From an optimization exercise on the open Yosys and OpenROAD flow, aimed at small area, a short achievable clock period and few clock cycles per item; shortcuts taken in it are not production practice. Where RTL was checked, it was by simulation tests only, not by an equivalence proof against the original. No functional check of the RTL was part of run 2. Power is estimated from default activity; no workload was simulated.

==> flow/run.sh <==
#!/bin/bash
# Standard layout with three changes to how it is made (the SDC, clock period
# and I/O delays are the design's, unchanged):
# - repair_timing is asked for a setup margin, so that it sizes and buffers
#   the design for the period it can reach rather than just 25 ns;
# - the port buffers are buf_1 cells instead of the default choice;
# - the clock tree uses clkbuf_8 cells (set in config.mk).
set -euo pipefail
export SETUP_SLACK_MARGIN=17.5
export BUFFER_PORTS_ARGS="-buffer_cell sky130_fd_sc_hd__buf_1"
bash standard.sh > standard.log 2>&1
==> standard.sh <==
#!/bin/bash
# synth_recipe.tcl (not shown) runs the flow's synth.tcl, then flattens the netlist and writes it again
# the make line also repeats each setting of config.mk as NAME=value (left out here)
make -C /OpenROAD-flow-scripts/flow DESIGN_CONFIG=/design/flow/config.mk WORK_HOME=/design/flow/orfs CLKGATE_MAP_FILE= SYNTH_SCRIPT=/design/flow/synth_recipe.tcl "${@:-finish}"
==> config.mk <==
export PLATFORM = sky130hd
export DESIGN_NAME = joltage
export DESIGN_NICKNAME = joltage
export VERILOG_FILES = /design/flow/design.v
export SDC_FILE = /design/flow/constraint.sdc
export NUM_CORES = 4
export LEC_CHECK = 0
export ABC_AREA = 1
export CAP_MARGIN = 20
export CORE_MARGIN = 2
export CORE_UTILIZATION = 40
export CTS_BUF_LIST = sky130_fd_sc_hd__clkbuf_8
export SLEW_MARGIN = 20
==> constraint.sdc <==
create_clock -name core_clock -period 25.0 [get_ports {clk}]
set_input_delay 5.0000 -clock core_clock [delete_from_list [all_inputs] [get_ports {clk}]]
set_output_delay 5.0000 -clock core_clock [all_outputs]
set_load 0.01 [all_outputs]
==> design.v <==
module joltage #(parameter int LENGTH = 100) (
    input logic clk, rst, start, data_valid,
    input logic [4*LENGTH-1:0] line_flat,
    output logic [15:0] joltage1_out,
    output logic [63:0] joltage2_out,
    output logic done
    );
    localparam int K    = 12;                
    localparam int HEAD = LENGTH - K + 1;    
    localparam int TL   = K - 1;             
    logic [3:0] line [0:LENGTH-1];
    genvar k;
    generate
        for (k = 0; k < LENGTH; k++) begin : unflatten
            assign line[k] = line_flat[4*k +: 4];
        end
    endgenerate
    function automatic logic ge4(input logic [3:0] a, input logic [3:0] b);
        logic r;
        r = a[0] | ~b[0];
        for (int i = 1; i < 4; i++) r = (a[i] & ~b[i]) | (~(~a[i] & b[i]) & r);
        ge4 = r;
    endfunction
    function automatic logic ge8(input logic [7:0] a, input logic [7:0] b);
        logic r;
        r = a[0] | ~b[0];
        for (int i = 1; i < 8; i++) r = (a[i] & ~b[i]) | (~(~a[i] & b[i]) & r);
        ge8 = r;
    endfunction
    function automatic logic [2*LENGTH-1:0] pfx2(input logic [LENGTH-1:0] x);
        logic [LENGTH-1:0] p1, p2;
        p1 = x;
        p2 = '0;
        for (int l = 0; (1 << l) < LENGTH; l++)
            for (int i = 0; i < LENGTH; i++)
                if ((i >> l) & 1) begin
                    p2[i] = p2[i] | p2[((i >> l) << l) - 1] | (p1[i] & p1[((i >> l) << l) - 1]);
                    p1[i] = p1[i] | p1[((i >> l) << l) - 1];
                end
        pfx2 = {p2[LENGTH-2:0], 1'b0, p1[LENGTH-2:0], 1'b0};
    endfunction
    function automatic logic two_ones(input logic [LENGTH-1:0] x);
        logic [LENGTH-1:0] p1, p2;
        int n;
        p1 = x;
        p2 = '0;
        for (n = LENGTH; n > 1; n = (n + 1) / 2)
            for (int i = 0; i < n / 2; i++) begin
                p2[i] = p2[2*i] | p2[2*i+1] | (p1[2*i] & p1[2*i+1]);
                p1[i] = p1[2*i] | p1[2*i+1];
                if (i == n / 2 - 1 && n % 2 == 1) begin
                    p2[i+1] = p2[n-1];
                    p1[i+1] = p1[n-1];
                end
            end
        two_ones = p2[0];
    endfunction
    function automatic logic [4+11-1:0] max11(input logic [43:0] d, input logic [10:0] c);
        logic [10:0] p [0:3];
        logic [10:0] m;
        logic h8, h4, h1, h0;
        for (int b = 0; b < 4; b++)
            for (int i = 0; i < 11; i++) p[b][i] = d[4*i+b];
        h8 = |(c & p[3]);
        h4 = |(c & p[2]);
        m = c & (h8 ? p[3] : (p[2] | {11{~h4}}));
        h1 = |(m & p[1]);
        m = m & (p[1] | {11{~h1}});
        h0 = |(m & p[0]);
        m = m & (p[0] | {11{~h0}});
        max11 = {h8, ~h8 & h4, h1, h0, m};
    endfunction
    logic waitd, sel, fin, first;
    logic [3:0] j;                   
    logic take2;                     
    always_ff @(posedge clk) begin : control
        if (rst) begin
            waitd <= 1'b0;
            sel   <= 1'b0;
            fin   <= 1'b0;
            done  <= 1'b0;
            first <= 1'b0;
            j     <= '0;
        end else begin
            fin   <= 1'b0;
            first <= 1'b0;
            if (start) begin
                waitd <= 1'b1;
                done  <= 1'b0;
            end
            if (waitd && data_valid) begin
                waitd <= 1'b0;
                sel   <= 1'b1;
                first <= 1'b1;
                j     <= '0;
            end
            if (sel) begin
                j <= j + 4'd1 + 4'(take2);
                if (j + 4'd1 + 4'(take2) == 4'(K)) begin
                    sel <= 1'b0;
                    fin <= 1'b1;
                end
            end
            if (fin)
                done <= 1'b1;
        end
    end
    logic [3:0] ln [0:LENGTH-1];
    always_ff @(posedge clk) begin : line_reg
        if (waitd)
            for (int i = 0; i < LENGTH; i++) ln[i] <= line[i];
    end
    logic [LENGTH-1:0] pl [0:3];
    always_comb begin
        for (int b = 0; b < 4; b++)
            for (int i = 0; i < LENGTH; i++) pl[b][i] = ln[i][b];
    end
    logic [3:0] nd;
    always_comb begin : next_digit
        nd = 4'd0;
        for (int t = 0; t < TL; t++)
            if (j == 4'(t)) nd = nd | ln[HEAD+t];
    end
    logic [LENGTH-1:0] act;          
    logic [TL+1:0] hiok;             
    logic [LENGTH-1:0] c4, c2, c1, t0, an, nxt;
    logic [3:0] mx, sv;               
    logic nle;                        
    always_comb begin : select
        logic h8, h4, last, tk1, tk0, ge1, ge0;
        logic [LENGTH-1:0] q1, q2, r1, r2;
        c4 = act & {hiok[TL-1:0], {HEAD{1'b1}}};
        h8 = |(c4 & pl[3]);
        h4 = |(c4 & pl[2]);
        mx[3] = h8;
        mx[2] = ~h8 & h4;
        c2 = c4 & (h8 ? pl[3] : (pl[2] | {LENGTH{~h4}}));
        mx[1] = |(c2 & pl[1]);
        c1 = c2 & (pl[1] | {LENGTH{~mx[1]}});
        t0 = c1 & pl[0];
        mx[0] = |t0;
        {q2, q1} = pfx2(t0);
        {r2, r1} = pfx2(c1);
        last = j == 4'(K - 1);
        ge1 = ge4({mx[3:1], 1'b1}, nd);
        ge0 = ge4({mx[3:1], 1'b0}, nd);
        tk1 = ((q2[LENGTH-1] | (q1[LENGTH-1] & t0[LENGTH-1])) || !ge1) && !last;
        tk0 = ((r2[LENGTH-1] | (r1[LENGTH-1] & c1[LENGTH-1])) || !ge0) && !last;
        nle = mx[0] ? ge1 : ge0;
        take2 = mx[0] ? tk1 : tk0;
        sv = nle ? mx : nd;
        an = {~{hiok[TL-2:0], 1'b1}, {HEAD{1'b0}}};
        nxt = !take2 ? (mx[0] ? q1 : r1) : !nle ? an : (mx[0] ? q2 : r2);
    end
    always_ff @(posedge clk) begin : select_seq
        if (waitd) begin
            act  <= '1;
            hiok <= '0;
        end else begin
            act  <= nxt;
            hiok <= take2 ? {hiok[TL-1:0], 2'b11} : {hiok[TL:0], 1'b1};
        end
    end
    logic [3:0] mreg, sreg, m0, m1, pd;
    logic two;                       
    logic pend;                      
    logic upd;                       
    logic [6:0] dd;                  
    logic [39:0] v;
    logic [63:0] sum;
    always_comb begin : horner_add
        upd = pend | two;
        dd = pend ? 7'(pd * 4'd10) + 7'(mreg) : 7'(mreg * 4'd10) + 7'(sreg);
        sum = (fin ? joltage2_out : 64'd0) + (64'(v) << 6) + (64'(v) << 5) + (64'(v) << 2) + 64'(dd);
    end
    always_ff @(posedge clk) begin : horner
        mreg <= mx;
        sreg <= sv;
        two  <= take2;
        if (sel && j == 4'd0) begin
            m0 <= mx;
            if (take2) m1 <= sv;
        end
        if (sel && j == 4'd1) m1 <= mx;
        if (first) begin
            v    <= 40'd0;
            pend <= 1'b0;
        end else begin
            if (upd) v <= sum[39:0];
            if (pend == two) pd <= pend ? sreg : mreg;
            pend <= pend ^ ~two;
        end
    end
    logic [43:0] tdig;
    always_comb
        for (int t = 0; t < TL; t++) tdig[4*t +: 4] = ln[HEAD+t];
    logic [3:0] pm, rt, y;
    logic [10:0] pmm, aft;
    always_comb begin : tail
        {pm, pmm} = max11(tdig, 11'b01111111111);
        aft = 11'(pfx2(100'(pmm)));
        {y, aft} = {max11(tdig, aft)};
        rt = 4'(max11(tdig, 11'b11111111110) >> 11);
    end
    logic [7:0] t2r;
    logic [3:0] rtr;
    logic [6:0] p1v;
    always_ff @(posedge clk) begin : part1
        logic [7:0] ca, p;
        t2r <= {pm, y};
        rtr <= rt;
        ca = {m0, ge4(m1, rtr) ? m1 : rtr};
        p = ge8(ca, t2r) ? ca : t2r;
        p1v <= 7'(p[7:4] * 4'd10) + 7'(p[3:0]);
    end
    logic rst_q;
    always_ff @(posedge clk) rst_q <= rst;
    always_ff @(posedge clk) begin : totals
        if (rst_q) begin
            joltage1_out <= 16'd0;
            joltage2_out <= 64'd0;
        end else if (fin) begin
            joltage1_out <= joltage1_out + 16'(p1v);
            joltage2_out <= sum;
        end
    end
endmodule
==> results of run 1 <==
==> report_power, final <==
group / internal [mW] / switching, mW / total (mW)
Sequential: 1.35 / 0.158 / 1.51
Clock: 0.669 / 0.536 / 1.20
Combinational: 1.15 / 2.04 / 3.18
==> layout make-up <==
type                            instances  area, sq um
Timing Repair Buffer                  553         2547
Multi-Input combinational cell       4698        24580
Fill cell                           11792        61580
Clock buffer                          151         2078
Inverter                              914         3475
Clock inverter                         92        708.2
Sequential cell                       682        17790
Tap cell                             1512         1892
Antenna cell                            4        10.01
==> flip-flops by register name, indices dropped and copies added (netlist names), 4 cells and up <==
signal	count
act	100
hiok	11
j	4
joltage1_out	16
joltage2_out	64
ln	400
m0	4
m1	4
mreg	4
p1v	7
pd	4
rtr	4
sreg	4
t2r	8
v	40
==> placed cells by master (no fill, tap or decap), drive strengths merged, types with 28 or more instances in the layout <==
cell type and instances:
clkinv 39, nand4 82, o21ai 357, o22ai 32, fa 89, a21boi 80, nand3b 93, a31oi 28
nand2 1772, inv 948, clkbuf 154, ha 131, nor2 882, buf 550, and2 32, edfxtp 412
xor2 39, nor3 102, nand3 545, a21oi 254, dfxtp 270
==> layer usage <==
| metal | track usage (%) | vias to the layer above |
|---|---|---|
| met5 | 0 | - |
| met4 | 19.39 | 8 |
| met3 | 8.069 | 570 |
| met2 | 50.99 | 2513 |
| met1 | 41.31 | 21987 |
| li1 | - | 22219 |
==> worst max path at each step <==
stage	from	to	slack [ns]	cells after the start
after floorplan	pd[1]	joltage2_out[61]	18.69	36
final	ln[71][2]	act[64]	17.66	35
after CTS	ln[94][3]	fin	17.52	44
after global routing	pd[0]	joltage2_out[61]	17.42	38
after detailed placement	ln[94][3]	fin	14.86	44
after global placement	ln[94][3]	fin	15.01	44
==> worst reg2reg max path: cells and delay by family, from the launching register on <==
kind                   cells  cell delay [ns]
AO/OA/AOI/OAI              1             0.17
buffers and inverters      5             1.62
AND/OR/NAND/NOR           29             4.96
flip-flops                 1             0.47
==> metrics by stage <==
stage / instance area [sq um] / hold slack [ns] / worst slack (ns)
4_1_cts: 52620 / 0.4713 / 17.52
3_3_place_gp: 49370 / 0.4619 / 15.01
3_5_place_dp: 49370 / 0.4615 / 14.86
5_1_grt: 53070 / 0.5074 / 17.42
2_1_floorplan: 46360 / 0.4289 / 18.69
6_report: 53080 / 0.4707 / 17.66
==> cells by family after synthesis <==
| group | after synthesis |
|---|---|
| AOI/OAI and AO/OA | 883 |
| xor gates and xnor gates | 57 |
| adders and majority gates | 220 |
| buffers and inverters | 1109 |
| DFF | 682 |
| muxes | 1 |
| and+or+nand+nor | 3527 |
==> what timing repair did <==
item,CTS,global route
setup buffers,12,14
gates cloned,10,4
endpoints found under the setup margin,129,147
pin swaps,9,7
resized for setup,62,71
==> results.cfg, run 1 <==
[finish]
final_util_pct = 46.30
final_nets = 7606
areaGrowthSynthToFinish_pct = 14.50
drive_above_1_share_pct = 6.079
finalNonFillerCells = 8606

[drt]
via_per_inst = 5.496
dr_total_vias = 47297
first_pass_iters = 9
dr.max_layer_used = met5
post-route-drc-count = 0
drt-met1-wl_mm = 78.52
wl_met2_mm = 87.61
routed-wl-met3_mm = 20.63
postRouteAntennaNets = 0
dr.first_iter.drc_count = 5297
routedWlPerCell_microns = 23.23
routed_wl_mm = 199.9

[die]
rows = 124
die_w_microns = 344.4
core_sq_um = 114700
start_util_pct = 40.43
dieArea_sq_um = 118600
io_pins = 485
fp.dieH_microns = 344.4

[clock_tree]
cts-root-buf = clkbuf_8
cts_buffers = 133
cts.sinks = 682
clock_latency_ns = 0.87
h-tree-depth = 4
cts_tree = done
clockBufferDepth = 3
clkTransAtPathRegs_ns = 0.06
postCtsHoldBufs = 0

[sta]
tightest_slew_ns = 1.195
finalSetupTns_ns = 0
setup_violations = 0
rsz0062_at_grt = true
skew_ns = 0.04713
final.period_utilization_pct = 29.36
hold_viol = 0
slew_viol_final = 0
max_freq_mhz = 136.3
max_slew_margin_pct = 20.36
min_period_ns = 7.339

[placement]
post-dp-hpwl_mm = 149.1
dp_cells = 8319
routabilityCongestion = 1.034
io_buffers = 484

[logic_synthesis]
ys_types = 64
synth_top_family_by_area = simple AND/OR/NAND/NOR gates
yosysWarnings = 7
synth_cells = 6479
yosys.area.top_type = edfxtp_1
netlist_top_cells_count = 1748 x nand2_1, 889 x inv_1, 839 x nor2_1
syn_area_sq_um = 46360
synth-compound-area-share_pct = 11.01
ys_seq_elements = 682
synth_fp_nets = 7103
yosys-top-cells-area = edfxtp_1 27%, nand2_1 14%, dfxtp_1 12%
synth_most_common_cell = nand2_1
synth_ff_type = edfxtp_1
synth.yosys.seq_area_share_pct = 38.35
synthAdderAreaFrac_pct = 7.379
synthArstFlopShare_pct = 0
avgSynthCellArea_sq_um = 7.155
yosysTopAreaCellShare_pct = 26.69
synth-xor-area-share_pct = 1.077
synth_simple_gate_area_share_pct = 32.49
synth.area.mux_share_pct = 0.02159
synth_edf_count = 412

[critical_path]
timing.rr.start = ln[71][2]
critPathTopFamily = simple AND/OR/NAND/NOR gates
reg2reg_to = act[64]
cp.arrival_ns = 8.05
critPathBufInv = 5
worstSetupEndpointType = register
slowest_stage = buf_4
startpoint_type = register
worstPathRequired_ns = 25.71
reg2regPathDepth = 35
worst_path_most_repeated_cell = nand2_1
max_stage_delay_ns = 0.71
critical_path_class = reg2reg
r2r_slack_ns = 17.66
path_max_fanout = 56

[pwr]
leakage_nw = 25.69
power.density_nw_per_um2 = 111.1
p_total_mw = 5.899
peakVddDrop_uv = 158.2

[status]
outcome = timing/DRC/antenna clean

[job]
max-cap-violations = 0

[grt]
grt_pass1_wl_mm = 285.5
grt_overflow = 0
antenna_found_initial = 9
grt_pass1_vias = 44399
grt_max_degree = 173
track_usage_pct = 32.80

[hold_path]
min_path_type = reg2reg
hp-start = done
hold_end = done
hold_depth = 2
Testbench counts, summed over its fixed seeds: cycles 2,313, lines 240.
==> inputs of run 2 (changes only) <==
--- a/design.v
+++ b/design.v
@@ -125,30 +125,17 @@
     logic [TL+1:0] hiok;             
-    logic [LENGTH-1:0] c4, c2, c1, t0, an, nxt;
-    logic [3:0] mx, sv;               
-    logic nle;                        
+    logic [LENGTH-1:0] c4, c0, a1, a2;
+    logic [3:0] mx;
     always_comb begin : select
-        logic h8, h4, last, tk1, tk0, ge1, ge0;
-        logic [LENGTH-1:0] q1, q2, r1, r2;
+        logic [9:1] any;
+        logic [LENGTH-1:0] ge [1:9];
         c4 = act & {hiok[TL-1:0], {HEAD{1'b1}}};
-        h8 = |(c4 & pl[3]);
-        h4 = |(c4 & pl[2]);
-        mx[3] = h8;
-        mx[2] = ~h8 & h4;
-        c2 = c4 & (h8 ? pl[3] : (pl[2] | {LENGTH{~h4}}));
-        mx[1] = |(c2 & pl[1]);
-        c1 = c2 & (pl[1] | {LENGTH{~mx[1]}});
-        t0 = c1 & pl[0];
-        mx[0] = |t0;
-        {q2, q1} = pfx2(t0);
-        {r2, r1} = pfx2(c1);
-        last = j == 4'(K - 1);
-        ge1 = ge4({mx[3:1], 1'b1}, nd);
-        ge0 = ge4({mx[3:1], 1'b0}, nd);
-        tk1 = ((q2[LENGTH-1] | (q1[LENGTH-1] & t0[LENGTH-1])) || !ge1) && !last;
-        tk0 = ((r2[LENGTH-1] | (r1[LENGTH-1] & c1[LENGTH-1])) || !ge0) && !last;
-        nle = mx[0] ? ge1 : ge0;
-        take2 = mx[0] ? tk1 : tk0;
-        sv = nle ? mx : nd;
-        an = {~{hiok[TL-2:0], 1'b1}, {HEAD{1'b0}}};
-        nxt = !take2 ? (mx[0] ? q1 : r1) : !nle ? an : (mx[0] ? q2 : r2);
+        for (int v = 1; v <= 9; v++) begin
+            for (int i = 0; i < LENGTH; i++) ge[v][i] = ln[i] >= 4'(v);
+            any[v] = |(c4 & ge[v]);
+        end
+        mx = 4'd0;
+        for (int v = 1; v <= 9; v++) if (any[v]) mx = 4'(v);
+        for (int i = 0; i < LENGTH; i++) c0[i] = c4[i] & (ln[i] == mx);
+        {a2, a1} = pfx2(c0);
+        take2 = (a2[LENGTH-1] | (a1[LENGTH-1] & c0[LENGTH-1])) && ge4(mx, nd) && j != 4'(K - 1);
     end
@@ -159,3 +146,3 @@
         end else begin
-            act  <= nxt;
+            act  <= take2 ? a2 : a1;
             hiok <= take2 ? {hiok[TL-1:0], 2'b11} : {hiok[TL:0], 1'b1};
@@ -163,3 +150,3 @@
     end
-    logic [3:0] mreg, sreg, m0, m1, pd;
+    logic [3:0] mreg, m0, m1, pd;
     logic two;                       
@@ -172,3 +159,3 @@
         upd = pend | two;
-        dd = pend ? 7'(pd * 4'd10) + 7'(mreg) : 7'(mreg * 4'd10) + 7'(sreg);
+        dd = pend ? 7'(pd * 4'd10) + 7'(mreg) : 7'(mreg * 4'd11);
         sum = (fin ? joltage2_out : 64'd0) + (64'(v) << 6) + (64'(v) << 5) + (64'(v) << 2) + 64'(dd);
@@ -177,3 +164,2 @@
         mreg <= mx;
-        sreg <= sv;
         two  <= take2;
@@ -181,3 +167,3 @@
             m0 <= mx;
-            if (take2) m1 <= sv;
+            if (take2) m1 <= mx;
         end
@@ -189,3 +175,3 @@
             if (upd) v <= sum[39:0];
-            if (pend == two) pd <= pend ? sreg : mreg;
+            if (pend == two) pd <= mreg;
             pend <= pend ^ ~two;
@@ -197,8 +183,17 @@
     logic [3:0] pm, rt, y;
-    logic [10:0] pmm, aft;
     always_comb begin : tail
+        logic [3:0] sf [0:TL-1];     
+        logic [10:0] pmm;
+        logic seen;
+        sf[TL-1] = ln[LENGTH-1];
+        for (int t = TL - 2; t >= 0; t--)
+            sf[t] = ge4(ln[HEAD+t], sf[t+1]) ? ln[HEAD+t] : sf[t+1];
+        rt = sf[1];
         {pm, pmm} = max11(tdig, 11'b01111111111);
-        aft = 11'(pfx2(100'(pmm)));
-        {y, aft} = {max11(tdig, aft)};
-        rt = 4'(max11(tdig, 11'b11111111110) >> 11);
+        y = 4'd0;
+        seen = 1'b0;
+        for (int t = 0; t < TL - 1; t++) begin
+            if (pmm[t] && !seen) y = sf[t+1];
+            seen = seen | pmm[t];
+        end
     end
--- a/flow/run.sh
+++ b/flow/run.sh
@@ -8,3 +8,3 @@
 set -euo pipefail
-export SETUP_SLACK_MARGIN=17.5
+export SETUP_SLACK_MARGIN=17
 export BUFFER_PORTS_ARGS="-buffer_cell sky130_fd_sc_hd__buf_1"
==> results.cfg, run 2 <==
[status]
outcome = timing/DRC/antenna clean

[logic_synthesis]
yosys.area.top_type = edfxtp_1
ys_seq_elements = 678
yosysTopAreaCellShare_pct = 26.61
avgSynthCellArea_sq_um = 7.675
synthArstFlopShare_pct = 0
synth_most_common_cell = nand2_1
yosys-top-cells-area = edfxtp_1 27%, dfxtp_1 11%, nand2_1 7.9%
synth_ff_type = edfxtp_1
synth_edf_count = 412
syn_area_sq_um = 46490
synth_fp_nets = 6685
yosysWarnings = 7
synth.yosys.seq_area_share_pct = 38.07
synth_cells = 6057
netlist_top_cells_count = 983 x nand2_1, 846 x inv_1, 805 x nor2_1
ys_types = 80

[finish]
final_common_cell = nand2_1
final-seq-area_sq_um = 17720
finalNonFillerCells = 8334
final_nets = 7328
largest_reg_flops = 400
areaGrowthSynthToFinish_pct = 17.94
regMostFlops = ln
multi_input_area_sq_um = 25450
final_cell_mix = 962 x nand2_1, 868 x inv_1, 785 x nor2_1, 484 x buf_1, 452 x o21ai_0
fillers = 11632
drive_above_1_share_pct = 11.30
reg_top3 = ln x400, act x100, joltage2_out x64

[critical_path]
path_max_fanout = 51
startpoint_type = register
cp.arrival_ns = 8.70
critical_path_class = reg2reg
max_stage_delay_ns = 0.56
worstSetupEndpointType = register
worstPathRequired_ns = 25.81
slowest_stage = or4_4

[hold_path]
min_path_type = reg2reg

[clock_tree]
clockBufferDepth = 3
cts.sinks = 678
clock_latency_ns = 0.92
clkTransAtPathRegs_ns = 0.06
cts_tree = done
postCtsHoldBufs = 0
cts_buffers = 131
cts-root-buf = clkbuf_8
h-tree-depth = 4

[drt]
routedWlPerCell_microns = 28.53
via_per_inst = 5.767
first_pass_iters = 8
postRouteAntennaNets = 0
dr.first_iter.drc_count = 5213
post-route-drc-count = 0
routed_wl_mm = 237.7
dr_total_vias = 48064

[sta]
setup_violations = 0
min_period_ns = 7.890
rsz0062_at_grt = true
hold_viol = 0
finalSetupTns_ns = 0
max_freq_mhz = 126.7
tightest_slew_ns = 1.132
whs_ns = 0.4663
skew_ns = 0.05669
slew_viol_final = 0
max_slew_margin_pct = 24.54
final.period_utilization_pct = 31.56

[grt]
grt_pass1_vias = 45061
antenna_found_initial = 18
track_usage_pct = 38.66
grt_max_degree = 143
grt_pass1_wl_mm = 324.3
grt_overflow = 0

[pwr]
power.density_nw_per_um2 = 132.2
p_switching_mw = 3.559
leakage_nw = 24.08
power_frac_seq_pct = 22.5
peakVddDrop_uv = 113.8
p_int_mw = 3.690
p_comb_share_pct = 60.8
p_sw_share_pct = 49.10
p_clk_share_pct = 16.6

[die]
fp.dieH_microns = 344.9
core_sq_um = 115700
dieArea_sq_um = 119000
rows = 125
die_w_microns = 344.9
start_util_pct = 40.17
io_pins = 485

[job]
max-cap-violations = 0

[placement]
routabilityCongestion = 1.118
io_buffers = 484
post-dp-hpwl_mm = 189.8
dp_cells = 7966
-- run 2: stage by stage --
step	cell area, sq um	utilization [%]	total power [mW]	worst slack, ns
after global routing	54820	47.37	7.810	16.64
after global placement	49770	43.00	5.377	14.40
after CTS	53600	46.31	6.912	16.98
final	54830	47.37	7.249	17.11
after detailed placement	49790	43.02	5.399	14.35
after floorplan	46490	-	4.211	17.03
-- run 2: repair_timing --
item                                    in CTS  in global routing
pin swaps                                   29                 67
gates cloned                                 3                  7
endpoints found under the setup margin     156                128
setup buffers                               38                 75
gates resized for setup                    148                117
hold endpoints to repair                     0                  0
-- run 2: routing by layer --
| layer | routed length [microns] | track usage [%] | vias up | part of all wire, % |
|---|---|---|---|---|
| met1 | 91170 | 47.59 | 22799 | 38 |
| met3 | 21060 | 7.745 | 693 | 8.9 |
| li1 | - | - | 21896 | - |
| met4 | 21350 | 28.63 | 10 | 9.0 |
| met2 | 104100 | 60.07 | 2666 | 44 |
| met5 | 62 | 0 | - | 0.026 |
-- run 2: area by class of cell --
type	count	area share, %
multi-input cells	4299	46.42
flip-flops and latches	678	32.31
inverters	937	6.499
repair buffers	653	6.253
clock buffers	140	3.514
well taps	1524	3.478
clock inverters	96	1.492
diodes	7	0.03195
-- run 2: worst paths after layout --
| check | end | slack, ns | depth (start not counted) | from |
|---|---|---|---|---|
| hold reg to reg | done | 0.47 | 2 | done |
| setup reg to reg | act[49] | 17.11 | 35 | ln[14][3] |
| setup / recovery | act[49] | 17.11 | 35 | ln[14][3] |
| hold / removal | done | 0.47 | 2 | done |
-- run 2: logic make-up (layout without fill, tap and decap cells) --
family,count (synthesis),in the layout,synth area share (%)
simple gates,2497,2503,23.64
compound gates,1348,1348,17.19
buf+inv,1086,1826,9.428
flops,678,678,38.07
fa+ha+maj,225,225,7.471
xor+xnor,222,222,4.182
mux,1,1,0.02153
other cells,0,7,0
-- run 2: worst max-delay path, delay by kind of cell, from the launching register on --
family / cells / cell delay (ns)
and+or+nand+nor: 20 / 3.90
DFF: 1 / 0.53
AOI/OAI and AO/OA: 4 / 0.62
buffers and inverters: 11 / 2.54
-- run 2: power groups by stage --
| stage | Combinational [mW] | Clock (mW) | Sequential (mW) |
|---|---|---|---|
| 2_1_floorplan | 2.66 | 0 | 1.55 |
| 3_3_place_gp | 3.73 | 0 | 1.65 |
| 3_5_place_dp | 3.75 | 0 | 1.65 |
| 4_1_cts | 4.06 | 1.23 | 1.62 |
| 5_1_grt | 4.89 | 1.27 | 1.65 |
| 6_report | 4.41 | 1.21 | 1.63 |

==> separate check: timing with driven ports <==
Ports are ideal in the flow. The routed layouts listed here were re-timed in OpenROAD.
Step 1, drivers: a clkbuf_16 drives clk and a buf_2 each remaining input, both assumed.
Step 2 also shifts input and output timing later by t, the mid clock arrival at the registers, as if the neighbouring blocks saw the same clock.
a / b / c = no drivers / after step 1 / after step 2; a / b = the first two.
run | shift t [ns] | setup WS [ns] | worst register clock-pin slew, ns | worst data-port slew with drivers (ns) | pins driven straight from the clock port
run 1 | 0.927 | 17.661 / 17.661 / 17.661 | 0.07 / 0.07 | 0.17 | 1
run 2 | 0.972 | 17.110 / 17.110 / 17.110 | 0.08 / 0.08 | 0.14 | 1
After both steps every run listed still meets setup and hold.
